This design comes from an exercise in tuning for small area on the open sky130 flow, not from production work.
Function was checked by simulation only, so behaviour that the tests miss may differ from the original.
Power and IR drop assume default switching activity.

==> flow/design.v (outline; a module is shown in full before it is edited, if it fits) <==
// module Controller: 797 lines
// module LoadPEMemory: 283 lines
// module SavePEOutput: 77 lines
// module AddressGenerator: 70 lines
// module NNDescriptionTableAccess: 13 lines
// module ControlUnitIntegrated: 385 lines
// module BufMem: 16 lines
// module NeuronArchitecture: 218 lines
// module booth_mac27: 498 lines
module NeuronArchitecture(
  input         clock,
  input         reset,
  input         io_neuron_architecture_in_controller_reset,
  input         io_neuron_architecture_in_interconnect_new_datapoint_ready,
  input         io_neuron_architecture_in_interconnect_load_ready,
  input  [17:0] io_neuron_architecture_in_interconnect_memory_output,
  output [17:0] io_neuron_architecture_out_interconnect_loading_layer,
  output [17:0] io_neuron_architecture_out_interconnect_loading_activation,
  output        io_neuron_architecture_out_interconnect_load_request,
  output [17:0] io_neuron_architecture_out_interconnect_load_read_address,
  output        io_neuron_architecture_out_load_new_data_request,
  output        io_neuron_architecture_out_result_valid,
  output [17:0] io_neuron_architecture_out_result_address,
  output [17:0] io_neuron_architecture_out_result_data
);
  // ...
==> flow/nn_description_table.mem <==
1010
1111
1010
1000
0110
0100
0100
0011
0011
0010
0001
0
0
0
0
0
0
0
0
0
0
0
0
0
0
0
0
0
0
0
0
0
==> flow/sigmoidlut.mem <==
0001000001
0001000001
0001000001
0001000001
0001000001
0001000010
0001000010
0001000010
0001000010
0001000011
0001000011
0001000011
0001000011
0001000100
0001000100
0001000100
0001000100
0001000101
0001000101
0001000101
0001000101
0001000110
0001000110
0001000110
0001000110
0001000111
0001000111
0001000111
0001000111
0001001000
0001001000
0001001000
0001001000
0001001001
0001001001
0001001001
0001001001
0001001010
0001001010
0001001010
0001001010
0001001011
0001001011
0001001011
0001001011
0001001100
0001001100
0001001100
0001001100
0001001101
0001001101
0001001101
0001001101
0001001110
0001001110
0001001110
0001001110
0001001111
0001001111
0001001111
0001001111
0001001111
0001010000
0001010000
0001010000
0001010000
0001010001
0001010001
0001010001
0001010001
0001010010
0001010010
0001010010
0001010010
0001010011
0001010011
0001010011
0001010011
0001010011
0001010100
0001010100
0001010100
0001010100
0001010101
0001010101
0001010101
0001010101
0001010101
0001010110
0001010110
0001010110
0001010110
0001010111
0001010111
0001010111
0001010111
0001010111
0001011000
0001011000
0001011000
0001011000
0001011001
0001011001
0001011001
0001011001
0001011001
0001011010
0001011010
0001011010
0001011010
0001011010
0001011011
0001011011
0001011011
0001011011
0001011011
0001011100
0001011100
0001011100
0001011100
0001011100
0001011101
0001011101
0001011101
0001011101
0001011101
0001011110
0001011110
0001011110
0001011110
0001011110
0001011111
0001011111
0001011111
0001011111
0001011111
0001100000
0001100000
0001100000
0001100000
0001100000
0001100001
0001100001
0001100001
0001100001
0001100001
0001100001
0001100010
0001100010
0001100010
0001100010
0001100010
0001100011
0001100011
0001100011
0001100011
0001100011
0001100011
0001100100
0001100100
0001100100
0001100100
0001100100
0001100101
0001100101
0001100101
0001100101
0001100101
0001100101
0001100110
0001100110
0001100110
0001100110
0001100110
0001100110
0001100111
0001100111
0001100111
0001100111
0001100111
0001100111
0001100111
0001101000
0001101000
0001101000
0001101000
0001101000
0001101000
0001101001
0001101001
0001101001
0001101001
0001101001
0001101001
0001101001
0001101010
0001101010
0001101010
0001101010
0001101010
0001101010
0001101010
0001101011
0001101011
0001101011
0001101011
0001101011
0001101011
0001101011
0001101100
0001101100
0001101100
0001101100
0001101100
0001101100
0001101100
0001101101
0001101101
0001101101
0001101101
0001101101
0001101101
0001101101
0001101101
0001101110
0001101110
0001101110
0001101110
0001101110
0001101110
0001101110
0001101110
0001101111
0001101111
0001101111
0001101111
0001101111
0001101111
0001101111
0001101111
0001101111
0001110000
0001110000
0001110000
0001110000
0001110000
0001110000
0001110000
0001110000
0001110000
0001110001
0001110001
0001110001
0001110001
0001110001
0001110001
0001110001
0001110001
0001110001
0001110010
0001110010
0001110010
0001110010
0001110010
0001110010
0001110010
0001110010
0001110010
0001110010
0001110011
0001110011
0001110011
0001110011
0001110011
0001110011
0001110011
0001110011
0001110011
0001110011
0001110011
0001110100
0001110100
0001110100
0001110100
0001110100
0001110100
0001110100
0001110100
0001110100
0001110100
0001110100
0001110101
0001110101
0001110101
0001110101
0001110101
0001110101
0001110101
0001110101
0001110101
0001110101
0001110101
0001110101
0001110110
0001110110
0001110110
0001110110
0001110110
0001110110
0001110110
0001110110
0001110110
0001110110
0001110110
0001110110
0001110110
0001110111
0001110111
0001110111
0001110111
0001110111
0001110111
0001110111
0001110111
0001110111
0001110111
0001110111
0001110111
0001110111
0001110111
0001110111
0001111000
0001111000
0001111000
0001111000
0001111000
0001111000
0001111000
0001111000
0001111000
0001111000
0001111000
0001111000
0001111000
0001111000
0001111000
0001111000
0001111001
0001111001
0001111001
0001111001
0001111001
0001111001
0001111001
0001111001
0001111001
0001111001
0001111001
0001111001
0001111001
0001111001
0001111001
0001111001
0001111001
0001111001
0001111010
0001111010
0001111010
0001111010
0001111010
0001111010
0001111010
0001111010
0001111010
0001111010
0001111010
0001111010
0001111010
0001111010
0001111010
0001111010
0001111010
0001111010
0001111010
0001111010
0001111010
0001111011
0001111011
0001111011
0001111011
0001111011
0001111011
0001111011
0001111011
0001111011
0001111011
0001111011
0001111011
0001111011
0001111011
0001111011
0001111011
0001111011
0001111011
0001111011
0001111011
0001111011
0001111011
0001111011
0001111011
0001111100
0001111100
0001111100
0001111100
0001111100
0001111100
0001111100
0001111100
0001111100
0001111100
0001111100
0001111100
0001111100
0001111100
0001111100
0001111100
0001111100
0001111100
0001111100
0001111100
0001111100
0001111100
0001111100
0001111100
0001111100
0001111100
0001111100
0001111100
0001111100
0001111100
0001111101
0001111101
0001111101
0001111101
0001111101
0001111101
0001111101
0001111101
0001111101
0001111101
0001111101
0001111101
0001111101
0001111101
0001111101
0001111101
0001111101
0001111101
0001111101
0001111101
0001111101
0001111101
0001111101
0001111101
0001111101
0001111101
0001111101
0001111101
0001111101
0001111101
0001111101
0001111101
0001111101
0001111101
0001111101
0001111101
0001111101
0001111101
0001111110
0001111110
0001111110
0001111110
0001111110
0001111110
0001111110
0001111110
0001111110
0001111110
0001111110
0001111110
0001111110
0001111110
0001111110
0001111110
0001111110
0001111110
0001111110
0001111110
0001111110
0001111110
0001111110
0001111110
0001111110
0001111110
0001111110
0001111110
0001111110
0001111110
0001111110
0001111110
0001111110
0001111110
0000000011
0000000011
0000000011
0000000011
0000000011
0000000011
0000000011
0000000011
0000000011
0000000011
0000000011
0000000011
0000000011
0000000011
0000000011
0000000011
0000000011
0000000011
0000000011
0000000011
0000000011
0000000011
0000000011
0000000011
0000000011
0000000011
0000000011
0000000011
0000000011
0000000011
0000000011
0000000011
0000000011
0000000011
0000000011
0000000100
0000000100
0000000100
0000000100
0000000100
0000000100
0000000100
0000000100
0000000100
0000000100
0000000100
0000000100
0000000100
0000000100
0000000100
0000000100
0000000100
0000000100
0000000100
0000000100
0000000100
0000000100
0000000100
0000000100
0000000100
0000000100
0000000100
0000000100
0000000100
0000000100
0000000100
0000000100
0000000100
0000000100
0000000100
0000000100
0000000100
0000000100
0000000101
0000000101
0000000101
0000000101
0000000101
0000000101
0000000101
0000000101
0000000101
0000000101
0000000101
0000000101
0000000101
0000000101
0000000101
0000000101
0000000101
0000000101
0000000101
0000000101
0000000101
0000000101
0000000101
0000000101
0000000101
0000000101
0000000101
0000000101
0000000101
0000000101
0000000110
0000000110
0000000110
0000000110
0000000110
0000000110
0000000110
0000000110
0000000110
0000000110
0000000110
0000000110
0000000110
0000000110
0000000110
0000000110
0000000110
0000000110
0000000110
0000000110
0000000110
0000000110
0000000110
0000000110
0000000111
0000000111
0000000111
0000000111
0000000111
0000000111
0000000111
0000000111
0000000111
0000000111
0000000111
0000000111
0000000111
0000000111
0000000111
0000000111
0000000111
0000000111
0000000111
0000000111
0000000111
0000001000
0000001000
0000001000
0000001000
0000001000
0000001000
0000001000
0000001000
0000001000
0000001000
0000001000
0000001000
0000001000
0000001000
0000001000
0000001000
0000001000
0000001000
0000001001
0000001001
0000001001
0000001001
0000001001
0000001001
0000001001
0000001001
0000001001
0000001001
0000001001
0000001001
0000001001
0000001001
0000001001
0000001001
0000001010
0000001010
0000001010
0000001010
0000001010
0000001010
0000001010
0000001010
0000001010
0000001010
0000001010
0000001010
0000001010
0000001010
0000001010
0000001011
0000001011
0000001011
0000001011
0000001011
0000001011
0000001011
0000001011
0000001011
0000001011
0000001011
0000001011
0000001011
0000001100
0000001100
0000001100
0000001100
0000001100
0000001100
0000001100
0000001100
0000001100
0000001100
0000001100
0000001100
0000001101
0000001101
0000001101
0000001101
0000001101
0000001101
0000001101
0000001101
0000001101
0000001101
0000001101
0000001110
0000001110
0000001110
0000001110
0000001110
0000001110
0000001110
0000001110
0000001110
0000001110
0000001110
0000001111
0000001111
0000001111
0000001111
0000001111
0000001111
0000001111
0000001111
0000001111
0000001111
0000010000
0000010000
0000010000
0000010000
0000010000
0000010000
0000010000
0000010000
0000010000
0000010001
0000010001
0000010001
0000010001
0000010001
0000010001
0000010001
0000010001
0000010001
0000010010
0000010010
0000010010
0000010010
0000010010
0000010010
0000010010
0000010010
0000010010
0000010011
0000010011
0000010011
0000010011
0000010011
0000010011
0000010011
0000010011
0000010100
0000010100
0000010100
0000010100
0000010100
0000010100
0000010100
0000010100
0000010101
0000010101
0000010101
0000010101
0000010101
0000010101
0000010101
0000010110
0000010110
0000010110
0000010110
0000010110
0000010110
0000010110
0000010111
0000010111
0000010111
0000010111
0000010111
0000010111
0000010111
0000011000
0000011000
0000011000
0000011000
0000011000
0000011000
0000011000
0000011001
0000011001
0000011001
0000011001
0000011001
0000011001
0000011010
0000011010
0000011010
0000011010
0000011010
0000011010
0000011010
0000011011
0000011011
0000011011
0000011011
0000011011
0000011011
0000011100
0000011100
0000011100
0000011100
0000011100
0000011100
0000011101
0000011101
0000011101
0000011101
0000011101
0000011110
0000011110
0000011110
0000011110
0000011110
0000011110
0000011111
0000011111
0000011111
0000011111
0000011111
0000100000
0000100000
0000100000
0000100000
0000100000
0000100000
0000100001
0000100001
0000100001
0000100001
0000100001
0000100010
0000100010
0000100010
0000100010
0000100010
0000100011
0000100011
0000100011
0000100011
0000100011
0000100100
0000100100
0000100100
0000100100
0000100100
0000100101
0000100101
0000100101
0000100101
0000100101
0000100110
0000100110
0000100110
0000100110
0000100110
0000100111
0000100111
0000100111
0000100111
0000100111
0000101000
0000101000
0000101000
0000101000
0000101000
0000101001
0000101001
0000101001
0000101001
0000101010
0000101010
0000101010
0000101010
0000101010
0000101011
0000101011
0000101011
0000101011
0000101100
0000101100
0000101100
0000101100
0000101100
0000101101
0000101101
0000101101
0000101101
0000101110
0000101110
0000101110
0000101110
0000101110
0000101111
0000101111
0000101111
0000101111
0000110000
0000110000
0000110000
0000110000
0000110001
0000110001
0000110001
0000110001
0000110010
0000110010
0000110010
0000110010
0000110010
0000110011
0000110011
0000110011
0000110011
0000110100
0000110100
0000110100
0000110100
0000110101
0000110101
0000110101
0000110101
0000110110
0000110110
0000110110
0000110110
0000110111
0000110111
0000110111
0000110111
0000111000
0000111000
0000111000
0000111000
0000111001
0000111001
0000111001
0000111001
0000111010
0000111010
0000111010
0000111010
0000111011
0000111011
0000111011
0000111011
0000111100
0000111100
0000111100
0000111100
0000111101
0000111101
0000111101
0000111101
0000111110
0000111110
0000111110
0000111110
0000111111
0000111111
0000111111
0000111111
0001000000
0001000000
0001000000
0001000000
==> flow/run.sh <==
#!/bin/bash
# synth_recipe.tcl (not shown) runs the flow's synth.tcl, then flattens the netlist and writes it again
# the make line also repeats each setting of config.mk as NAME=value (left out here)
make -C /OpenROAD-flow-scripts/flow DESIGN_CONFIG=/design/flow/config.mk WORK_HOME=/design/flow/orfs CLKGATE_MAP_FILE= SYNTH_SCRIPT=/design/flow/synth_recipe.tcl finish
==> flow/config.mk <==
export PLATFORM = sky130hd
export DESIGN_NAME = NeuronArchitecture
export DESIGN_NICKNAME = NeuronArchitecture
export VERILOG_FILES = /design/flow/design.v
export SDC_FILE = /design/flow/constraint.sdc
export NUM_CORES = 4
export LEC_CHECK = 0
export CAP_MARGIN = 20
export CORE_MARGIN = 2
export CORE_UTILIZATION = 40
export CTS_CLUSTER_DIAMETER = 100
export CTS_CLUSTER_SIZE = 24
export SLEW_MARGIN = 20
export SYNTH_MEMORY_MAX_BITS = 16384
==> flow/constraint.sdc <==
create_clock -name core_clock -period 12.0 [get_ports {clock}]
set_input_delay 2.4000 -clock core_clock [delete_from_list [all_inputs] [get_ports {clock}]]
set_output_delay 2.4000 -clock core_clock [all_outputs]
set_load 0.01 [all_outputs]
==> impl_metrics.csv, run 1 <==
group,metric,value,unit
placement,dp_hpwl,369900,µm
global_routing,overflow,0,
clock_tree,cts_sinks,3001,
outcome,status,"timing/DRC/antenna clean",
synth,yosys_warnings,7,
synth,synth_seq_cells,3001,
critical_path,crit_type,"reg2reg",
power_and_ir_drop,power_density,182.0,mW/mm²
global_routing,grt_pass1_vias,101400,
final_layout,instances_no_fill,16360,
final_layout,buffer_area_frac,0.02867,
route,first_pass_iters,8,
sta,setup_viol,0,
placement,place_ws,1983,ps
final_layout,fin_util,0.4377,
floorplanning,rows,223,
sta,period_needed,10360,ps
clock_tree,cts_tree,"done",
global_routing,antenna_found_initial,35,
power_and_ir_drop,switching_power,11060,µW
final_layout,seq_cells,3001,
sta,tns,0,ps
floorplanning,start_util,0.4016,
route,wl_met3,71490,µm
worst_hold_path,min_path_type,"reg2reg",
final_layout,clkbuf_count,203,
==> module LoadPEMemory, before the edit <==
module LoadPEMemory(
  input         clock,
  input         reset,
  input         io_load_pe_memory_in_load_initial_weights,
  input         io_load_pe_memory_in_load_datapoint,
  input         io_load_pe_memory_in_load_new_request,
  input         io_load_pe_memory_in_load_data_from_buffer,
  input         io_load_pe_memory_in_load_same_data,
  input  [17:0] io_load_pe_memory_in_loading_layer,
  input  [17:0] io_load_pe_memory_in_loading_length,
  input  [17:0] io_load_pe_memory_in_loading_activations_0,
  input  [17:0] io_load_pe_memory_in_loading_activations_1,
  input  [17:0] io_load_pe_memory_in_loading_activations_2,
  input  [17:0] io_load_pe_memory_in_loading_activations_3,
  input  [1:0]  io_load_pe_memory_in_write_memoryUnits_0,
  input  [1:0]  io_load_pe_memory_in_write_memoryUnits_1,
  input  [1:0]  io_load_pe_memory_in_write_memoryUnits_2,
  input  [1:0]  io_load_pe_memory_in_write_memoryUnits_3,
  input         io_load_pe_memory_in_weight_buffer_load_request,
  input  [17:0] io_load_pe_memory_in_buffer_memory_output,
  input         io_load_pe_memory_in_new_datapoint_ready,
  input         io_load_pe_memory_in_interconnect_load_ready,
  input  [17:0] io_load_pe_memory_in_interconnect_memory_output,
  output        io_load_pe_memory_out_load_initial_weights_complete,
  output        io_load_pe_memory_out_load_datapoint_complete,
  output        io_load_pe_memory_out_load_buffer_weight_memory_complete,
  output        io_load_pe_memory_out_datapoint_memory_write_enable,
  output [17:0] io_load_pe_memory_out_datapoint_memory_write_data,
  output [17:0] io_load_pe_memory_out_datapoint_memory_write_address,
  output [17:0] io_load_pe_memory_out_buffer_memory_write_address,
  output [17:0] io_load_pe_memory_out_weight_buffer_memory_write_data,
  output [17:0] io_load_pe_memory_out_weight_buffer_memory_write_address,
  output [17:0] io_load_pe_memory_out_interconnect_loading_layer,
  output [17:0] io_load_pe_memory_out_interconnect_loading_activation,
  output        io_load_pe_memory_out_interconnect_load_request,
  output [17:0] io_load_pe_memory_out_interconnect_load_read_address,
  output        io_load_pe_memory_out_load_new_data_request,
  output [1:0]  io_load_pe_memory_out_write_memoryUnits_0,
  output [1:0]  io_load_pe_memory_out_write_memoryUnits_1,
  output [1:0]  io_load_pe_memory_out_write_memoryUnits_2,
  output [1:0]  io_load_pe_memory_out_write_memoryUnits_3
);
  reg [1:0] write_memoryUnits_l_0;  
  reg [1:0] write_memoryUnits_l_1;  
  reg [1:0] write_memoryUnits_l_2;  
  reg [1:0] write_memoryUnits_l_3;  
  reg [1:0] copy_buffer_state;  
  reg [4:0] current_copy_address2;  
  reg [4:0] current_save_address2;  
  reg [4:0] loading_length;  
  reg  load_datapoint_complete;  
  reg [4:0] current_copy_address;  
  reg [4:0] current_save_address;  
  reg [1:0] current_state;  
  reg [2:0] current_pe;  
  wire [1:0] previous_pe;  
  wire  weight_loading;  
  assign previous_pe = current_pe[1:0] - 2'h1;
  assign weight_loading = current_state == 2'h2;
  assign io_load_pe_memory_out_write_memoryUnits_0 = weight_loading & previous_pe == 2'h0 ? write_memoryUnits_l_0 : 2'h0;  
  assign io_load_pe_memory_out_write_memoryUnits_1 = weight_loading & previous_pe == 2'h1 ? write_memoryUnits_l_1 : 2'h0;  
  assign io_load_pe_memory_out_write_memoryUnits_2 = weight_loading & previous_pe == 2'h2 ? write_memoryUnits_l_2 : 2'h0;  
  assign io_load_pe_memory_out_write_memoryUnits_3 = weight_loading & previous_pe == 2'h3 ? write_memoryUnits_l_3 : 2'h0;  
  reg  load_initial_weights_complete;  
  reg  load_buffer_weight_memory_complete;  
  reg [4:0] loading_layer;  
  wire [17:0] _GEN_1 = io_load_pe_memory_in_load_initial_weights | io_load_pe_memory_in_weight_buffer_load_request ?
    io_load_pe_memory_in_loading_length : loading_length;  
  wire [17:0] _next_pe_T_1 = current_pe + 18'h1;  
  wire [1:0] _GEN_4 = 2'h1 == current_pe[1:0] ? write_memoryUnits_l_1 :
    write_memoryUnits_l_0;  
  wire [1:0] _GEN_5 = 2'h2 == current_pe[1:0] ? write_memoryUnits_l_2 : _GEN_4;  
  wire [1:0] _GEN_6 = 2'h3 == current_pe[1:0] ? write_memoryUnits_l_3 : _GEN_5;  
  wire  _GEN_7 = io_load_pe_memory_in_load_initial_weights | load_initial_weights_complete;  
  wire  _GEN_8 = io_load_pe_memory_in_load_initial_weights ? load_buffer_weight_memory_complete : 1'h1;  
  wire [17:0] _GEN_10 = 2'h1 == current_pe[1:0] ? io_load_pe_memory_in_loading_activations_1 :
    io_load_pe_memory_in_loading_activations_0;  
  wire [17:0] _GEN_11 = 2'h2 == current_pe[1:0] ? io_load_pe_memory_in_loading_activations_2 : _GEN_10;  
  wire [17:0] _GEN_12 = 2'h3 == current_pe[1:0] ? io_load_pe_memory_in_loading_activations_3 : _GEN_11;  
  wire [17:0] _GEN_13 = io_load_pe_memory_in_load_initial_weights ? 18'h2 : loading_layer;  
  wire [17:0] _GEN_63 = 2'h1 == current_state ? _next_pe_T_1 : 18'h0;  
  wire [17:0] next_pe = 2'h0 == current_state ? 18'h0 : _GEN_63;  
  wire [17:0] _GEN_14 = io_load_pe_memory_in_load_initial_weights ? next_pe : _GEN_12;  
  wire [1:0] _GEN_16 = io_load_pe_memory_in_interconnect_load_ready ? 2'h2 : current_state;  
  wire [17:0] _GEN_17 = io_load_pe_memory_in_interconnect_load_ready ? _next_pe_T_1 : current_pe;  
  wire [17:0] _GEN_19 = io_load_pe_memory_in_interconnect_load_ready ? 18'h0 : _GEN_13;  
  wire [17:0] _GEN_20 = io_load_pe_memory_in_interconnect_load_ready ? 18'h0 : _GEN_14;  
  wire  _GEN_21 = io_load_pe_memory_in_interconnect_load_ready ? 1'h0 : 1'h1;  
  wire [17:0] _GEN_25 = _GEN_6 == 2'h0 ? 18'h0 : _GEN_19;  
  wire [17:0] _GEN_26 = _GEN_6 == 2'h0 ? 18'h0 : _GEN_20;  
  wire  _GEN_27 = _GEN_6 == 2'h0 ? 1'h0 : _GEN_21;  
  wire [17:0] _current_copy_address_T_1 = current_copy_address + 18'h1;  
  wire  _T_7 = current_copy_address == loading_length;  
  wire  _T_8 = current_pe == 18'h4;  
  wire  _GEN_38 = _T_8 ? _GEN_7 : load_initial_weights_complete;  
  wire  _GEN_39 = _T_8 ? _GEN_8 : load_buffer_weight_memory_complete;  
  wire [1:0] _GEN_40 = _T_8 ? 2'h3 : 2'h1;  
  wire  _GEN_41 = _T_7 ? _GEN_38 : load_initial_weights_complete;  
  wire  _GEN_42 = _T_7 ? _GEN_39 : load_buffer_weight_memory_complete;  
  wire [1:0] _GEN_43 = _T_7 ? _GEN_40 : 2'h2;  
  wire [1:0] _GEN_44 = ~io_load_pe_memory_in_load_initial_weights & ~io_load_pe_memory_in_weight_buffer_load_request ? 2'h0
     : current_state;  
  wire  _GEN_46 = 2'h3 == current_state ? 1'h0 : load_initial_weights_complete;  
  wire  _GEN_47 = 2'h3 == current_state ? 1'h0 : load_buffer_weight_memory_complete;  
  wire [1:0] _GEN_48 = 2'h3 == current_state ? _GEN_44 : current_state;  
  wire [17:0] _GEN_50 = 2'h2 == current_state ? current_copy_address : 18'h0;  
  wire [17:0] _GEN_51 = 2'h2 == current_state ? current_save_address : 18'h0;  
  wire [17:0] _GEN_56 = 2'h2 == current_state ? io_load_pe_memory_in_interconnect_memory_output : 18'h0;  
  wire [17:0] _GEN_66 = 2'h1 == current_state ? 18'h0 : _GEN_50;  
  wire [17:0] _GEN_67 = 2'h1 == current_state ? 18'h0 : _GEN_51;  
  wire [17:0] _GEN_72 = 2'h1 == current_state ? 18'h0 : _GEN_56;  
  wire [17:0] _GEN_76 = 2'h1 == current_state ? _GEN_25 : 18'h0;  
  wire [17:0] _GEN_77 = 2'h1 == current_state ? _GEN_26 : 18'h0;  
  wire  _GEN_78 = 2'h1 == current_state & _GEN_27;  
  wire [17:0] _GEN_88 = 2'h0 == current_state ? 18'h0 : _GEN_66;  
  wire [17:0] _GEN_90 = 2'h0 == current_state ? _GEN_1 : loading_length;  
  wire  _T_13 = io_load_pe_memory_in_load_new_request & io_load_pe_memory_in_load_datapoint;  
  wire [17:0] _GEN_105 = io_load_pe_memory_in_load_data_from_buffer ? current_copy_address2 : 18'h0;  
  wire [17:0] _GEN_106 = io_load_pe_memory_in_load_data_from_buffer ? io_load_pe_memory_in_buffer_memory_output :
    io_load_pe_memory_in_interconnect_memory_output;  
  wire [17:0] _GEN_107 = io_load_pe_memory_in_load_data_from_buffer ? _GEN_88 : current_copy_address2;  
  wire [17:0] _current_copy_address2_T_1 = current_copy_address2 + 18'h1;  
  wire  _GEN_108 = current_copy_address2 == loading_length | load_datapoint_complete;  
  wire  _T_19 = ~io_load_pe_memory_in_load_datapoint;  
  wire [1:0] _GEN_110 = ~io_load_pe_memory_in_load_datapoint ? 2'h0 : copy_buffer_state;  
  wire  _GEN_112 = 2'h2 == copy_buffer_state ? 1'h0 : load_datapoint_complete;  
  wire [17:0] _GEN_113 = 2'h2 == copy_buffer_state ? 18'h0 : _GEN_88;  
  wire  _GEN_117 = 2'h1 == copy_buffer_state ? 1'h0 : _T_13;  
  wire [17:0] _GEN_119 = 2'h1 == copy_buffer_state ? _GEN_105 : 18'h0;  
  wire [17:0] _GEN_120 = 2'h1 == copy_buffer_state ? _GEN_106 : 18'h0;  
  wire [17:0] _GEN_121 = 2'h1 == copy_buffer_state ? _GEN_107 : _GEN_113;  
  wire [17:0] _GEN_122 = 2'h1 == copy_buffer_state ? current_save_address2 : 18'h0;  
  wire  _GEN_126 = 2'h1 == copy_buffer_state ? _GEN_108 : _GEN_112;  
  wire  _GEN_139 = 2'h0 == copy_buffer_state ? load_datapoint_complete : _GEN_126;  
  wire  _GEN_140 = io_load_pe_memory_in_load_same_data & io_load_pe_memory_in_load_datapoint | _GEN_139;  
  assign io_load_pe_memory_out_load_initial_weights_complete = load_initial_weights_complete;  
  assign io_load_pe_memory_out_load_datapoint_complete = load_datapoint_complete;  
  assign io_load_pe_memory_out_load_buffer_weight_memory_complete = load_buffer_weight_memory_complete;  
  assign io_load_pe_memory_out_datapoint_memory_write_enable = 2'h0 == copy_buffer_state ? 1'h0 : 2'h1 ==
    copy_buffer_state;  
  assign io_load_pe_memory_out_datapoint_memory_write_data = 2'h0 == copy_buffer_state ? 18'h0 : _GEN_120;  
  assign io_load_pe_memory_out_datapoint_memory_write_address = 2'h0 == copy_buffer_state ? 18'h0 : _GEN_122;  
  assign io_load_pe_memory_out_buffer_memory_write_address = 2'h0 == copy_buffer_state ? 18'h0 : _GEN_119;  
  assign io_load_pe_memory_out_weight_buffer_memory_write_data = 2'h0 == current_state ? 18'h0 : _GEN_72;  
  assign io_load_pe_memory_out_weight_buffer_memory_write_address = 2'h0 == current_state ? 18'h0 : _GEN_67;  
  assign io_load_pe_memory_out_interconnect_loading_layer = 2'h0 == current_state ? 18'h0 : _GEN_76;  
  assign io_load_pe_memory_out_interconnect_loading_activation = 2'h0 == current_state ? 18'h0 : _GEN_77;  
  assign io_load_pe_memory_out_interconnect_load_request = 2'h0 == current_state ? 1'h0 : _GEN_78;  
  assign io_load_pe_memory_out_interconnect_load_read_address = 2'h0 == copy_buffer_state ? _GEN_88 : _GEN_121;  
  assign io_load_pe_memory_out_load_new_data_request = 2'h0 == copy_buffer_state ? _T_13 : _GEN_117;  
  always @(posedge clock) begin
    if (reset) begin  
      copy_buffer_state <= 2'h0;  
    end else if (2'h0 == copy_buffer_state) begin  
      if (io_load_pe_memory_in_load_data_from_buffer | io_load_pe_memory_in_new_datapoint_ready) begin  
        copy_buffer_state <= 2'h1;  
      end
    end else if (2'h1 == copy_buffer_state) begin  
      if (current_copy_address2 == loading_length) begin  
        copy_buffer_state <= 2'h2;  
      end
    end else if (2'h2 == copy_buffer_state) begin  
      copy_buffer_state <= _GEN_110;
    end
    if (reset) begin  
      current_copy_address2 <= 18'h0;  
    end else if (2'h0 == copy_buffer_state) begin  
      current_copy_address2 <= 18'h0;  
    end else if (2'h1 == copy_buffer_state) begin  
      current_copy_address2 <= _current_copy_address2_T_1;  
    end
    if (reset) begin  
      current_save_address2 <= 18'h0;  
    end else if (2'h0 == copy_buffer_state) begin  
      current_save_address2 <= 18'h0;  
    end else if (2'h1 == copy_buffer_state) begin  
      current_save_address2 <= current_copy_address2;  
    end
    if (reset) begin  
      loading_length <= 18'h0;  
    end else if (2'h0 == copy_buffer_state) begin  
      if (io_load_pe_memory_in_load_data_from_buffer | io_load_pe_memory_in_new_datapoint_ready) begin  
        loading_length <= io_load_pe_memory_in_loading_length;  
      end else begin
        loading_length <= _GEN_90;
      end
    end else begin
      loading_length <= _GEN_90;
    end
    if (reset) begin  
      load_datapoint_complete <= 1'h0;  
    end else if (_T_19) begin  
      load_datapoint_complete <= 1'h0;  
    end else begin
      load_datapoint_complete <= _GEN_140;
    end
    if (reset) begin  
      current_copy_address <= 18'h0;  
    end else if (!(2'h0 == current_state)) begin  
      if (2'h1 == current_state) begin  
        current_copy_address <= 18'h0;  
      end else if (2'h2 == current_state) begin  
        current_copy_address <= _current_copy_address_T_1;  
      end
    end
    if (reset) begin  
      current_save_address <= 18'h0;  
    end else if (!(2'h0 == current_state)) begin  
      if (2'h1 == current_state) begin  
        current_save_address <= 18'h0;  
      end else if (2'h2 == current_state) begin  
        current_save_address <= current_copy_address;  
      end
    end
    if (reset) begin  
      current_state <= 2'h0;  
    end else if (2'h0 == current_state) begin  
      if (io_load_pe_memory_in_load_initial_weights | io_load_pe_memory_in_weight_buffer_load_request) begin  
        current_state <= 2'h1;  
      end
    end else if (2'h1 == current_state) begin  
      if (_GEN_6 == 2'h0) begin  
        current_state <= 2'h3;  
      end else begin
        current_state <= _GEN_16;
      end
    end else if (2'h2 == current_state) begin  
      current_state <= _GEN_43;
    end else begin
      current_state <= _GEN_48;
    end
    if (reset) begin  
      current_pe <= 18'h0;  
    end else if (2'h0 == current_state) begin  
      current_pe <= 18'h0;  
    end else if (2'h1 == current_state) begin  
      if (!(_GEN_6 == 2'h0)) begin  
        current_pe <= _GEN_17;
      end
    end
    if (reset) begin  
      load_initial_weights_complete <= 1'h0;  
    end else if (2'h0 == current_state) begin  
      load_initial_weights_complete <= 1'h0;  
    end else if (2'h1 == current_state) begin  
      if (_GEN_6 == 2'h0) begin  
        load_initial_weights_complete <= _GEN_7;
      end
    end else if (2'h2 == current_state) begin  
      load_initial_weights_complete <= _GEN_41;
    end else begin
      load_initial_weights_complete <= _GEN_46;
    end
    if (reset) begin  
      load_buffer_weight_memory_complete <= 1'h0;  
    end else if (2'h0 == current_state) begin  
      load_buffer_weight_memory_complete <= 1'h0;  
    end else if (2'h1 == current_state) begin  
      if (_GEN_6 == 2'h0) begin  
        load_buffer_weight_memory_complete <= _GEN_8;
      end
    end else if (2'h2 == current_state) begin  
      load_buffer_weight_memory_complete <= _GEN_42;
    end else begin
      load_buffer_weight_memory_complete <= _GEN_47;
    end
    if (reset) begin  
      loading_layer <= 18'h0;  
    end else if (2'h0 == current_state) begin  
      if (io_load_pe_memory_in_load_initial_weights | io_load_pe_memory_in_weight_buffer_load_request) begin  
        loading_layer <= io_load_pe_memory_in_loading_layer;  
      end
    end
  end
  always @(posedge clock) begin
    if (2'h0 == current_state & (io_load_pe_memory_in_load_initial_weights | io_load_pe_memory_in_weight_buffer_load_request)) begin  
      write_memoryUnits_l_0 <= io_load_pe_memory_in_write_memoryUnits_0;  
      write_memoryUnits_l_1 <= io_load_pe_memory_in_write_memoryUnits_1;  
      write_memoryUnits_l_2 <= io_load_pe_memory_in_write_memoryUnits_2;  
      write_memoryUnits_l_3 <= io_load_pe_memory_in_write_memoryUnits_3;  
    end
  end
endmodule
==> module SavePEOutput, before the edit <==
module SavePEOutput(
  input         clock,
  input         reset,
  input         io_save_pe_output_in_save_data_request,
  input  [17:0] io_save_pe_output_in_current_buffer_memory_pointer,
  input  [17:0] io_save_pe_output_in_PE_outputs_0,
  input  [17:0] io_save_pe_output_in_PE_outputs_1,
  input  [17:0] io_save_pe_output_in_PE_outputs_2,
  input  [17:0] io_save_pe_output_in_PE_outputs_3,
  output        io_save_pe_output_out_save_data_complete,
  output        io_save_pe_output_out_buffer_memory_write_enable,
  output [17:0] io_save_pe_output_out_buffer_memory_write_address,
  output [17:0] io_save_pe_output_out_buffer_memory_write_data,
  output [1:0]  io_save_stage
);
  reg [2:0] current_save_stage;  
  reg [1:0] curr_state;  
  reg  save_data_complete;  
  reg [4:0] buffer_memory_pointer;  
  reg [1:0] max_iter;  
  wire [17:0] _max_iter_T_1 = 18'h4 - 18'h1;  
  wire [17:0] _current_save_stage_T_1 = current_save_stage + 18'h1;  
  wire [17:0] _io_save_pe_output_out_buffer_memory_write_address_T_1 = buffer_memory_pointer + current_save_stage;  
  wire [17:0] _GEN_5 = io_save_pe_output_in_PE_outputs_0;
  assign io_save_stage = current_save_stage[1:0];
  wire  _GEN_6 = current_save_stage == max_iter | save_data_complete;  
  wire [1:0] _GEN_8 = ~io_save_pe_output_in_save_data_request ? 2'h0 : curr_state;  
  wire [17:0] _GEN_15 = 2'h1 == curr_state ? _io_save_pe_output_out_buffer_memory_write_address_T_1 : 18'h0;  
  wire [17:0] _GEN_16 = 2'h1 == curr_state ? _GEN_5 : 18'h0;  
  assign io_save_pe_output_out_save_data_complete = save_data_complete;  
  assign io_save_pe_output_out_buffer_memory_write_enable = 2'h0 == curr_state ? 1'h0 : 2'h1 == curr_state;  
  assign io_save_pe_output_out_buffer_memory_write_address = 2'h0 == curr_state ? 18'h0 : _GEN_15;  
  assign io_save_pe_output_out_buffer_memory_write_data = 2'h0 == curr_state ? 18'h0 : _GEN_16;  
  always @(posedge clock) begin
    if (reset) begin  
      current_save_stage <= 18'h0;  
    end else if (2'h0 == curr_state) begin  
      current_save_stage <= 18'h0;  
    end else if (2'h1 == curr_state) begin  
      current_save_stage <= _current_save_stage_T_1;  
    end
    if (reset) begin  
      curr_state <= 2'h0;  
    end else if (2'h0 == curr_state) begin  
      if (io_save_pe_output_in_save_data_request) begin  
        curr_state <= 2'h1;  
      end
    end else if (2'h1 == curr_state) begin  
      if (current_save_stage == max_iter) begin  
        curr_state <= 2'h2;  
      end
    end else if (2'h2 == curr_state) begin  
      curr_state <= _GEN_8;
    end
    if (reset) begin  
      save_data_complete <= 1'h0;  
    end else if (2'h0 == curr_state) begin  
      save_data_complete <= 1'h0;  
    end else if (2'h1 == curr_state) begin  
      save_data_complete <= _GEN_6;
    end else if (2'h2 == curr_state) begin  
      save_data_complete <= io_save_pe_output_in_save_data_request;  
    end
    if (reset) begin  
      buffer_memory_pointer <= 18'h0;  
    end else if (2'h0 == curr_state) begin  
      if (io_save_pe_output_in_save_data_request) begin  
        buffer_memory_pointer <= io_save_pe_output_in_current_buffer_memory_pointer;  
      end
    end
    if (reset) begin  
      max_iter <= 18'h0;  
    end else if (2'h0 == curr_state) begin  
      max_iter <= _max_iter_T_1;  
    end
  end
endmodule
==> run 2, diff against run 1 <==
--- a/flow/design.v
+++ b/flow/design.v
@@ -46,33 +46,33 @@
   reg [1:0] read_memoryUnits_3;  
   reg  address_generator_address_valid;  
   reg  address_generator_enable_valid;  
   reg  address_generator_reset;  
   reg [1:0] write_memoryUnits_0;  
   reg [1:0] write_memoryUnits_1;  
   reg [1:0] write_memoryUnits_2;  
   reg [1:0] write_memoryUnits_3;  
-  reg [4:0] loading_activations_0;  
-  reg [4:0] loading_activations_1;  
-  reg [4:0] loading_activations_2;  
-  reg [4:0] loading_activations_3;  
+  reg [3:0] loading_activations_0;  
+  reg [3:0] loading_activations_1;  
+  reg [3:0] loading_activations_2;  
+  reg [3:0] loading_activations_3;  
   reg  weight_buffer_load_request;  
   reg [3:0] curr_state;  
-  reg [4:0] current_layer;  
-  reg [4:0] iteration_layer;  
-  reg [4:0] loading_layer;  
-  reg [4:0] max_layer;  
-  reg [4:0] current_layer_total_activations;  
-  reg [4:0] current_layer_current_activation;  
-  reg [4:0] current_layer_next_activation;  
-  reg [4:0] current_buffer_memory_pointer;  
-  reg [4:0] current_loading_activation;  
-  reg [4:0] next_loading_activation;  
-  reg [4:0] loading_layer_total_activations;  
+  reg [3:0] current_layer;  
+  reg [3:0] iteration_layer;  
+  reg [3:0] loading_layer;  
+  reg [3:0] max_layer;  
+  reg [3:0] current_layer_total_activations;  
+  reg [3:0] current_layer_current_activation;  
+  reg [3:0] current_layer_next_activation;  
+  reg [3:0] current_buffer_memory_pointer;  
+  reg [3:0] current_loading_activation;  
+  reg [3:0] next_loading_activation;  
+  reg [3:0] loading_layer_total_activations;  
   reg [4:0] current_layer_max_computations;  
   reg [1:0] current_read_memory_usage;  
   reg [1:0] previous_read_memory_usage;  
   reg  load_initial_weights;  
   reg  load_weight_buffer_signal;  
   wire  _T_4 = current_layer == max_layer;  
   wire  _T_5 = current_layer_current_activation > current_layer_total_activations;  
   wire [17:0] _current_layer_T_1 = current_layer + 18'h1;  
@@ -855,17 +855,17 @@
   assign previous_pe = current_pe[1:0] - 2'h1;
   assign weight_loading = current_state == 2'h2;
   assign io_load_pe_memory_out_write_memoryUnits_0 = weight_loading & previous_pe == 2'h0 ? write_memoryUnits_l_0 : 2'h0;  
   assign io_load_pe_memory_out_write_memoryUnits_1 = weight_loading & previous_pe == 2'h1 ? write_memoryUnits_l_1 : 2'h0;  
   assign io_load_pe_memory_out_write_memoryUnits_2 = weight_loading & previous_pe == 2'h2 ? write_memoryUnits_l_2 : 2'h0;  
   assign io_load_pe_memory_out_write_memoryUnits_3 = weight_loading & previous_pe == 2'h3 ? write_memoryUnits_l_3 : 2'h0;  
   reg  load_initial_weights_complete;  
   reg  load_buffer_weight_memory_complete;  
-  reg [4:0] loading_layer;  
+  reg [3:0] loading_layer;  
   wire [17:0] _GEN_1 = io_load_pe_memory_in_load_initial_weights | io_load_pe_memory_in_weight_buffer_load_request ?
     io_load_pe_memory_in_loading_length : loading_length;  
   wire [17:0] _next_pe_T_1 = current_pe + 18'h1;  
   wire [1:0] _GEN_4 = 2'h1 == current_pe[1:0] ? write_memoryUnits_l_1 :
     write_memoryUnits_l_0;  
   wire [1:0] _GEN_5 = 2'h2 == current_pe[1:0] ? write_memoryUnits_l_2 : _GEN_4;  
   wire [1:0] _GEN_6 = 2'h3 == current_pe[1:0] ? write_memoryUnits_l_3 : _GEN_5;  
   wire  _GEN_7 = io_load_pe_memory_in_load_initial_weights | load_initial_weights_complete;  
@@ -1091,17 +1091,17 @@
   output        io_save_pe_output_out_buffer_memory_write_enable,
   output [17:0] io_save_pe_output_out_buffer_memory_write_address,
   output [17:0] io_save_pe_output_out_buffer_memory_write_data,
   output [1:0]  io_save_stage
 );
   reg [2:0] current_save_stage;  
   reg [1:0] curr_state;  
   reg  save_data_complete;  
-  reg [4:0] buffer_memory_pointer;  
+  reg [3:0] buffer_memory_pointer;  
   reg [1:0] max_iter;  
   wire [17:0] _max_iter_T_1 = 18'h4 - 18'h1;  
   wire [17:0] _current_save_stage_T_1 = current_save_stage + 18'h1;  
   wire [17:0] _io_save_pe_output_out_buffer_memory_write_address_T_1 = buffer_memory_pointer + current_save_stage;  
   wire [17:0] _GEN_5 = io_save_pe_output_in_PE_outputs_0;
   assign io_save_stage = current_save_stage[1:0];
   wire  _GEN_6 = current_save_stage == max_iter | save_data_complete;  
   wire [1:0] _GEN_8 = ~io_save_pe_output_in_save_data_request ? 2'h0 : curr_state;  
==> run 2 against run 1 <==
Effect of this change: sequential cell count down 14; critical path depth is 3 higher; utilization down 0.22 points; global-route usage down 0.55 points; die area fell by 1.3%; clock power hardly changed; hold slack better by 12 ps; area after synthesis fell by 1.3%; via count is 3.4% lower; critical path type unchanged.
==> impl_metrics.csv, run 2 <==
group,metric,value,unit
placement,placed_area,0.1541,mm²
synth,ys.flop_type,"edfxtp_1",
placement,place_ws,2035,ps
floorplanning,die_x,608.6,µm
power_and_ir_drop,comb_power_share,0.359,
floorplanning,coreArea,0.3647,mm²
route,routedWlPerCell,34.88,µm
synth,ys_top_cells_by_count,"edfxtp_1 (2749), a22oi_1 (938), inv_1 (742)",
synth,synth_top_area_share,0.5645,
critical_path,cp-start-kind,"flop",
worst_hold_path,min_path_type,"reg2reg",
global_routing,grtUsageMet2,0.4490,
global_routing,grt_max_degree,119,
sta,rsz0062_at_grt,"no",
route,drc_errors,0,
placement,port_buffers,50,
clock_tree,cts_sinks,2987,
route,routed_wl,554000,µm
synth,avgSynthCellArea,13.11,µm²
final_layout,drive_gt1_frac,0.09536,
global_routing,track_usage,0.2908,
power_and_ir_drop,leakage,0.05395,µW
power_and_ir_drop,ir_drop,0.3005,mV
synth,synth_top_cell_by_area,"edfxtp_1",
floorplanning,die_area,0.3704,mm²
final_layout,area_delta_synth_final,8.627,%
clock_tree,post_cts_buffers,0,
clock_tree,clk_latency,950,ps
clock_tree,cts_buffer_depth,4,
route,drt_iter0_drc,17290,
synth,ys_types,106,
synth,yosys_warnings,7,
sta,skew,120.7,ps
run,max_cap_violations,0,
clock_tree,cts_tree,"done",
sta,tns,0,ps
sta,layout_setup_ws,1399,ps
clock_tree,clockRootBuffer,"clkbuf_16",
final_layout,nets,11780,
route,vias,102400,
global_routing,overflow,0,
final_layout,most-common-layout-cells,"edfxtp_1 (2749), a22oi_1 (938), inv_1 (740)",
floorplanning,die_h,608.6,µm
global_routing,top_usage_layer,"met2",
power_and_ir_drop,clockPowerShare,0.219,
synth,synth_seq_cells,2987,
final_layout,fin_util,0.4355,
synth,syn-instance-count,11150,
floorplanning,start_util,0.4009,
synth,ys_seq_area_frac,0.5971,
synth,async_flop_share,0,
critical_path,crit_type,"reg2reg",
clock_tree,numCtsBuffers,160,
sta,setup_viol,0,
route,vias_per_cell,6.447,
clock_tree,htreeDepth,4,
sta,slew_headroom,0.1616,
placement,dp_hpwl,352700,µm
power_and_ir_drop,switching_power,9483,µW
sta,period_needed,10600,ps
synth,syn_area,0.1462,mm²
power_and_ir_drop,power_density,173.6,mW/mm²
global_routing,use_met1,0.3833,
sta,worst-slew-pin-transition,1258,ps
critical_path,crit_fanout,45,
route,first_pass_iters,7,
global_routing,grt_pass1_vias,98520,
floorplanning,rows,222,
critical_path,critPathRequiredTime,12810,ps
power_and_ir_drop,swShare,0.3440,
global_routing,antenna_found_initial,33,
synth,synth_most_common_cell,"edfxtp_1",
critical_path,critPathArrivalTime,11410,ps
sta,finalCritPeriodShare,0.8834,
critical_path,critPathMaxStageDelay,910,ps
clock_tree,cts_resized,0,
route,postRouteAntennaNets,0,
placement,globalplace.congestion,0.9683,
synth,synth_edf_count,2749,
sta,drv_slew,0,
global_routing,grt_pass1_wl,768000,µm
power_and_ir_drop,internal_power,18080,µW
outcome,status,"timing/DRC/antenna clean",
critical_path,cp_slowest_cell,"dfxtp_4",
final_layout,stdcell_area,0.1588,mm²
clock_tree,clkTransAtPathRegs,100,ps
clock_tree,cts_hold_buf,0,
power_and_ir_drop,p_seq_frac,0.422,
global_routing,met3_usage,0.06475,
sta,hold_viol_final,0,
critical_path,end_kind,"flop",
final_layout,final_common_cell,"edfxtp_1",
floorplanning,top_level_ports,116,
sta,fmax,0.09433,GHz
synth,synthTopCellsByArea,"edfxtp_1 (56%), fa_1 (6.5%), a22oi_1 (4.8%)",
run 2: critical path: cells and delay by family (launching register included):
family / cells / cell delay (ps)
AOI/OAI and AO/OA: 10 / 3610
adders and majority gates: 6 / 2340
buffers and inverters: 8 / 1560
and+or+nand+nor: 6 / 1550
DFF: 1 / 910
muxes: 2 / 410
run 2: logic make-up (layout without fill, tap and decap cells):
| logic type | count (synthesis) | in the layout | share of synthesized area |
|---|---|---|---|
| other cells | 1 | 81 | 0.00002564 |
| simple gates | 1925 | 1925 | 0.06179 |
| xor+xnor | 632 | 632 | 0.03828 |
| mux | 296 | 296 | 0.02295 |
| buf+inv | 1613 | 1448 | 0.04567 |
| flops | 2987 | 2987 | 0.5971 |
| fa+ha+maj | 802 | 802 | 0.09260 |
| compound gates | 2898 | 2898 | 0.1416 |
run 2: cell type report:
cell class | instances | area [µm²]
Antenna cell | 16 | 40.04
Clock buffer | 198 | 4230
Clock inverter | 28 | 431.7
Fill cell | 32820 | 205900
Inverter | 751 | 2823
Multi-Input combinational cell | 6618 | 54020
Sequential cell | 2987 | 87330
Tap cell | 4816 | 6026
Timing Repair Buffer | 471 | 3944
run 2: power by group through the flow:
stage	sequential (µW)	combinational (µW)	clock (µW)
2_1_floorplan	11900	7060	0
3_3_place_gp	11900	9700	0
3_5_place_dp	11900	9770	0
4_1_cts	11600	9840	6070
5_1_grt	11600	10900	6390
6_report	11600	9880	6050
run 2: per-stage QoR:
step	hold WS, ps	power [µW]	instances
final	439.2	27570	15890
after global routing	451.7	28960	15870
after CTS	444.8	27540	15870
after detailed placement	405.6	21650	15640
after global placement	409.4	21570	15640
after floorplan	390.9	18930	11220
run 2: path summary, 6_finish.rpt:
check	from	end	slack (ps)	cells past startpoint
max	rap[3]	acc3[26]	1400	32
min	control_unit.controller.write_memoryUnits_3[0]	flop	440	0
max reg2reg	rap[3]	acc3[26]	1400	32
min reg2reg	control_unit.controller.write_memoryUnits_3[0]	flop	440	0
run 2: per-layer routing:
metal  wire (µm)  vias to the layer above  share of wire
met1      204400                    52130           0.37
met3       68620                     1499           0.12
met2      245200                     7420           0.44
li1            -                    41340              -
met5          89                        -        0.00016
met4       35740                       12          0.065
==> run 3, diff against run 2 <==
--- a/flow/config.mk
+++ b/flow/config.mk
@@ -7,7 +7,7 @@
 export LEC_CHECK = 0
 export CAP_MARGIN = 20
 export CORE_MARGIN = 2
-export CORE_UTILIZATION = 40
+export CORE_UTILIZATION = 55
 export CTS_CLUSTER_DIAMETER = 100
 export CTS_CLUSTER_SIZE = 24
 export SLEW_MARGIN = 20
==> run 3 against run 2 <==
Effect of this change: synthesized cell count stayed put; area after synthesis unchanged; fmax decreased by 0.25%; count of clock-buffer cells in the layout shrank 8; hold slack worse by 20 ps; register-to-register slack worse by 30 ps; die area fell by 27%; first-iteration DRC count increased by 0.30%; critical path type unchanged; largest cell class unchanged; largest power group unchanged; highest routed layer unchanged.
==> impl_metrics.csv, run 3 <==
group,metric,value,unit
outcome,status,"timing/DRC/antenna clean",
final_layout,nets,11880,
route,routedWlPerCell,39.13,µm
clock_tree,post_cts_buffers,0,
clock_tree,cts_tree,"done",
global_routing,track_usage,0.4189,
floorplanning,die_area,0.2700,mm²
synth,async_flop_share,0,
floorplanning,rows,189,
clock_tree,cts_hold_buf,0,
route,postRouteAntennaNets,0,
global_routing,antenna_found_initial,33,
synth,yosys_warnings,7,
final_layout,fill_cells,21030,
sta,skew,78.78,ps
route,first_pass_iters,11,
clock_tree,clkTransAtPathRegs,100,ps
synth,syn-instance-count,11150,
clock_tree,clk_latency,910,ps
synth,ys_top_cells_by_count,"edfxtp_1 (2749), a22oi_1 (938), inv_1 (742)",
critical_path,crit_fanout,39,
critical_path,crit_type,"reg2reg",
clock_tree,cts_sinks,2987,
route,drt_iter0_drc,17350,
floorplanning,top_level_ports,116,
final_layout,fin_util,0.5958,
critical_path,critPathArrivalTime,11240,ps
floorplanning,start_util,0.5521,
synth,ys_seq_area_frac,0.5971,
sta,finalCritPeriodShare,0.8856,
power_and_ir_drop,power_density,178.3,mW/mm²
synth,synth_seq_cells,2987,
route,vias_per_cell,7.095,
sta,slew_headroom,0.1242,
clock_tree,cts_resized,0,
synth,avgSynthCellArea,13.11,µm²
final_layout,final_common_cell,"edfxtp_1",
clock_tree,cts_buffer_depth,4,
clock_tree,htreeDepth,4,
final_layout,multiInputGateArea,0.05390,mm²
worst_hold_path,min_path_type,"reg2reg",
global_routing,grt_max_degree,105,
final_layout,seqCellArea,0.08733,mm²
synth,ys.flop_type,"edfxtp_1",
sta,setup_viol,0,
critical_path,rr_worst_depth,27,
route,vias,104200,
placement,globalplace.congestion,0.9912,
global_routing,grt_pass1_wl,790600,µm
critical_path,critPathRequiredTime,12610,ps
sta,fmax,0.09409,GHz
synth,ys_types,106,
global_routing,grt_pass1_vias,99450,
floorplanning,coreArea,0.2649,mm²
sta,holdWs,419.3,ps
sta,layout_setup_ws,1372,ps
final_layout,instances_no_fill,14690,
global_routing,overflow,0,
placement,port_buffers,50,
power_and_ir_drop,leakage,0.05442,µW
sta,period_needed,10630,ps
sta,hold_viol_final,0,
placement,dp.cells,14460,
synth,synthTopCellsByArea,"edfxtp_1 (56%), fa_1 (6.5%), a22oi_1 (4.8%)",
floorplanning,die_x,519.6,µm
sta,tns,0,ps
synth,syn_area,0.1462,mm²
critical_path,cp-start-kind,"flop",
sta,rsz0062_at_grt,"no",
synth,synth_most_common_cell,"edfxtp_1",
route,drc_errors,0,
clock_tree,clockRootBuffer,"clkbuf_16",
placement,dp_hpwl,370300,µm
final_layout,most-common-layout-cells,"edfxtp_1 (2749), a22oi_1 (938), inv_1 (740)",
synth,synth_edf_count,2749,
critical_path,end_kind,"flop",
route,routed_wl,575000,µm
sta,drv_slew,0,
synth,synth_top_area_share,0.5645,
run,max_cap_violations,0,
floorplanning,die_h,519.6,µm
clock_tree,numCtsBuffers,160,
final_layout,drive_gt1_frac,0.1028,
worst_hold_path,hold_path_depth,0,
synth,synth_top_cell_by_area,"edfxtp_1",
sta,worst-slew-pin-transition,1300,ps
placement,place_ws,1926,ps
power_and_ir_drop,ir_drop,0.2997,mV
final_layout,area_delta_synth_final,7.905,%
## run 3: cells by family (layout without fill, tap and decap cells)
kind of cell / count (synthesis) / in the layout / share of synthesized area
adder cells (fa/ha/maj): 802 / 802 / 0.09260
AND/OR/NAND/NOR: 1925 / 1925 / 0.06179
XOR/XNOR: 632 / 632 / 0.03828
other: 1 / 88 / 0.00002564
flip-flops: 2987 / 2987 / 0.5971
multiplexers: 296 / 296 / 0.02295
AO/OA/AOI/OAI: 2898 / 2898 / 0.1416
buffers and inverters: 1613 / 1531 / 0.04567
## run 3: final timing paths
path	end	slack [ps]	start
hold / removal	flop	420	control_unit.controller.write_memoryUnits_2[1]
setup / recovery	acc1_1[8]	1370	rap[1]
setup reg to reg	acc1_1[8]	1370	rap[1]
hold reg to reg	flop	420	control_unit.controller.write_memoryUnits_2[1]
## run 3: final cells by class
class	count	area share
antenna	23	0.0003648
clock buffer	190	0.02649
clock inverter	21	0.002062
inverter	751	0.01789
multi-input combinational	6618	0.3416
sequential	2987	0.5535
tap	3533	0.02802
timing repair buffer	569	0.03012
## run 3: power breakdown
part | internal, µW | switching, µW
registers | 11600 | 16.6
logic | 4000 | 6530
clock network | 2540 | 3440
total | 18100 | 9990
## run 3: per-stage QoR
step,area [µm²],total power (µW)
2_1_floorplan,146500,18930
3_3_place_gp,153100,22060
3_5_place_dp,153200,22180
4_1_cts,157700,27970
5_1_grt,157700,29420
6_report,157800,28140
## run 3: layer usage
metal	share of wire	vias to the layer above	track usage	wire length, µm
met4	0.074	30	0.2547	42760
met3	0.14	1691	0.1248	79640
li1	-	41550	-	-
met1	0.36	52790	0.5543	206700
met2	0.43	8182	0.6109	245700
met5	0.00032	-	0	185
## run 3: critical path: stages, from the launching register on
cell	delay [ps]
dfxtp_4	740
buf_4	720
nor4b_2	170
buf_12	280
a222oi_1	390
nand3_1	100
o21ai_0	990
nand3_1	1130
buf_4	550
a22oi_1	240
xnor2_1	140
fa_1	440
fa_1	510
inv_1	50
fa_1	540
inv_1	60
fa_1	560
inv_1	60
ha_1	390
nand3_1	120
nor3_1	440
nand2_1	140
o31ai_1	540
o211ai_1	280
a21oi_1	200
o31ai_1	120
a21oi_1	230
nor2b_1	70
==> run 4, diff against run 3 <==
--- a/flow/config.mk
+++ b/flow/config.mk
@@ -7,7 +7,7 @@
 export LEC_CHECK = 0
 export CAP_MARGIN = 20
 export CORE_MARGIN = 2
-export CORE_UTILIZATION = 55
+export CORE_UTILIZATION = 62
 export CTS_CLUSTER_DIAMETER = 100
 export CTS_CLUSTER_SIZE = 24
 export SLEW_MARGIN = 20
==> run 4 against run 3 <==
Effect of this change: non-clock buffer count fell by 20; largest cell class unchanged; still clean; synthesized cell count stayed put; highest routed layer unchanged; sequential power about the same.
==> impl_metrics.csv, run 4 <==
group,metric,value,unit
outcome,status,"timing/DRC/antenna clean",
floorplanning,coreArea,0.2350,mm²
global_routing,overflow,0,
clock_tree,cts_hold_buf,0,
route,routedWlPerCell,38.30,µm
clock_tree,cts_buffer_depth,3,
critical_path,cp-start-kind,"flop",
route,vias,105200,
synth,avgSynthCellArea,13.11,µm²
sta,worst-slew-pin-transition,1323,ps
clock_tree,clockRootBuffer,"clkbuf_16",
sta,fmax,0.08974,GHz
floorplanning,die_x,489.6,µm
critical_path,crit_top_cell,"xnor2_1",
synth,syn-instance-count,11150,
critical_path,critPathMaxStageDelay,960,ps
sta,rsz0062_at_grt,"no",
synth,ys_top_cells_by_count,"edfxtp_1 (2749), a22oi_1 (938), inv_1 (742)",
placement,placed_area,0.1523,mm²
synth,synth_seq_cells,2987,
synth,synth_mux_area_frac,0.02295,
placement,globalplace.congestion,1.007,
sta,drv_slew,0,
sta,finalCritPeriodShare,0.9287,
critical_path,crit_fanout,112,
synth,ys.flop_type,"edfxtp_1",
global_routing,grt_max_degree,113,
critical_path,critPathRequiredTime,12610,ps
sta,setup_viol,0,
clock_tree,clk_latency,890,ps
critical_path,regToRegStartpoint,"rap[0]",
route,drt_iter0_drc,19040,
final_layout,final_common_cell,"edfxtp_1",
sta,tns,0,ps
clock_tree,cts_tree,"done",
power_and_ir_drop,finalPower,28830,µW
synth,async_flop_share,0,
synth,synth_edf_count,2749,
synth,yosys.area_share.adder,0.09260,
critical_path,end_kind,"flop",
synth,syn_area,0.1462,mm²
final_layout,area_delta_synth_final,7.360,%
worst_hold_path,min_from,"control_unit.controller.write_memoryUnits_2[0]",
critical_path,cp_slowest_cell,"o21ai_0",
placement,port_buffers,50,
clock_tree,clkTransAtPathRegs,90,ps
synth,ys_types,106,
route,postRouteAntennaNets,0,
final_layout,fill_cells,17050,
synth,synth_xor_area_frac,0.03828,
final_layout,stdcell_area,0.1570,mm²
synth,synth_most_common_cell,"edfxtp_1",
route,drc_errors,0,
power_and_ir_drop,leakage,0.05425,µW
synth,synthTopCellsByArea,"edfxtp_1 (56%), fa_1 (6.5%), a22oi_1 (4.8%)",
critical_path,startpoint,"rap[0]",
final_layout,fin_util,0.6682,
global_routing,grt_pass1_vias,99660,
clock_tree,cts_sinks,2987,
route,routed_wl,548000,µm
synth,synthSimpleGateAreaFrac,0.06179,
synth,synth_compound_area_frac,0.1416,
floorplanning,top_level_ports,116,
synth,synth_top_family_by_area,"compound AO/OA/AOI/OAI gates",
floorplanning,rows,178,
worst_hold_path,min_path_type,"reg2reg",
sta,layout_setup_ws,856.2,ps
synth,yosys_warnings,7,
global_routing,antenna_found_initial,45,
clock_tree,numCtsBuffers,150,
synth,synth_top_cell_by_area,"edfxtp_1",
critical_path,crit_type,"reg2reg",
floorplanning,die_area,0.2398,mm²
route,first_pass_iters,10,
floorplanning,die_h,489.6,µm
global_routing,track_usage,0.4546,
global_routing,grt_pass1_wl,760300,µm
placement,dp_hpwl,350000,µm
sta,slew_headroom,0.1178,
sta,skew,70.29,ps
clock_tree,htreeDepth,4,
floorplanning,start_util,0.6223,
sta,period_needed,11140,ps
sta,hold_viol_final,0,
final_layout,nets,11850,
power_and_ir_drop,power_density,183.6,mW/mm²
clock_tree,post_cts_buffers,0,
synth,ys_seq_area_frac,0.5971,
critical_path,critPathArrivalTime,11750,ps
final_layout,drive_gt1_frac,0.09924,
run,max_cap_violations,0,
clock_tree,cts_resized,0,
route,vias_per_cell,7.352,
placement,place_ws,1665,ps
synth,synth_top_area_share,0.5645,
power_and_ir_drop,ir_drop,0.4493,mV
final_layout,most-common-layout-cells,"edfxtp_1 (2749), a22oi_1 (938), inv_1 (740)",
[run 4: cell type report]
class / instances / area, µm² / area share
Inverter: 751 / 2823 / 0.01798
Tap cell: 3150 / 3941 / 0.02510
Sequential cell: 2987 / 87330 / 0.5563
Multi-Input combinational cell: 6618 / 53790 / 0.3426
Clock inverter: 22 / 436.7 / 0.002781
Clock buffer: 198 / 3996 / 0.02546
Antenna cell: 33 / 82.58 / 0.0005260
Timing Repair Buffer: 549 / 4592 / 0.02925
[run 4: routing by layer]
layer / part of all wire / wire [µm] / up-vias / track usage
met5: 0.00046 / 254 / - / 0
met4: 0.082 / 45130 / 38 / 0.2928
met3: 0.16 / 86830 / 2168 / 0.1596
met2: 0.42 / 229200 / 9349 / 0.6477
met1: 0.34 / 186600 / 52130 / 0.5941
li1: - / - / 41500 / -
[run 4: final timing paths]
| kind | cells after the start | endpoint | slack (ps) |
|---|---|---|---|
| min reg2reg | 0 | flop | 430 |
| min | 0 | flop | 430 |
| max reg2reg | 25 | acc1_3[9] | 860 |
| max | 25 | acc1_3[9] | 860 |
[run 4: kinds of logic (layout without fill, tap and decap cells)]
family,after synthesis,in the layout
other,1,98
buffers and inverters,1613,1520
AO/OA/AOI/OAI,2898,2898
adder cells (fa/ha/maj),802,802
AND/OR/NAND/NOR,1925,1925
multiplexers,296,296
flip-flops,2987,2987
XOR/XNOR,632,632
[run 4: metrics by stage]
step                      hold WS [ps]  cells
after floorplan                  390.9  11220
final                            427.6  14310
after CTS                        425.2  14270
after global routing             444.1  14280
after global placement           406.8  14050
after detailed placement         405.4  14050
[run 4: critical path: cells and delay by family, from the launching register on]
family | cells | cell delay (ps)
and+or+nand+nor | 4 | 1740
AOI/OAI and AO/OA | 2 | 1280
adders and majority gates | 4 | 1680
DFF | 1 | 770
xor gates and xnor gates | 7 | 2090
buffers and inverters | 7 | 2140
muxes | 1 | 780
[run 4: report_power, final]
group	total (µW)	leakage (µW)	switching [µW]	internal (µW)
combinational	11400	0.0240	7240	4140
clock	5800	0.00213	3390	2420
sequential	11600	0.0282	16.7	11600
total	28800	0.0543	10600	18200

-- re-timing with driven ports --
The results above use ideal ports. As a check the final layouts listed here were re-extracted and re-timed, cells and wires unchanged. Step 1 assumes that a clkbuf_16 drives the clock port and a buf_2 every other input. Step 2 adds t to the input delays and takes it off the output delays; t is the mean of the earliest and latest rising clock arrival at the registers after step 1. Input paths then give back, and output paths get back, about the clock's delay inside the block. Three values: ideal, step 1, step 2; two values: the first two.
| run | t (ns) | slack for setup (ns) | hold slack, ns | worst register clock-pin slew, ns | worst slew at a driven data input, ns |
|---|---|---|---|---|---|
| run 1 | 1.008 | 1.644 / 1.644 / 1.644 | 0.427 / 0.427 / 0.427 | 0.11 / 0.11 | 0.07 |
| run 2 | 1.000 | 1.399 / 1.399 / 1.399 | 0.439 / 0.439 / 0.439 | 0.11 / 0.11 | 0.10 |
| run 3 | 0.976 | 1.372 / 1.372 / 1.372 | 0.419 / 0.419 / 0.419 | 0.10 / 0.10 | 0.08 |
| run 4 | 0.953 | 0.856 / 0.856 / 0.856 | 0.428 / 0.428 / 0.428 | 0.11 / 0.11 | 0.07 |
After both steps every run listed still meets setup and hold.
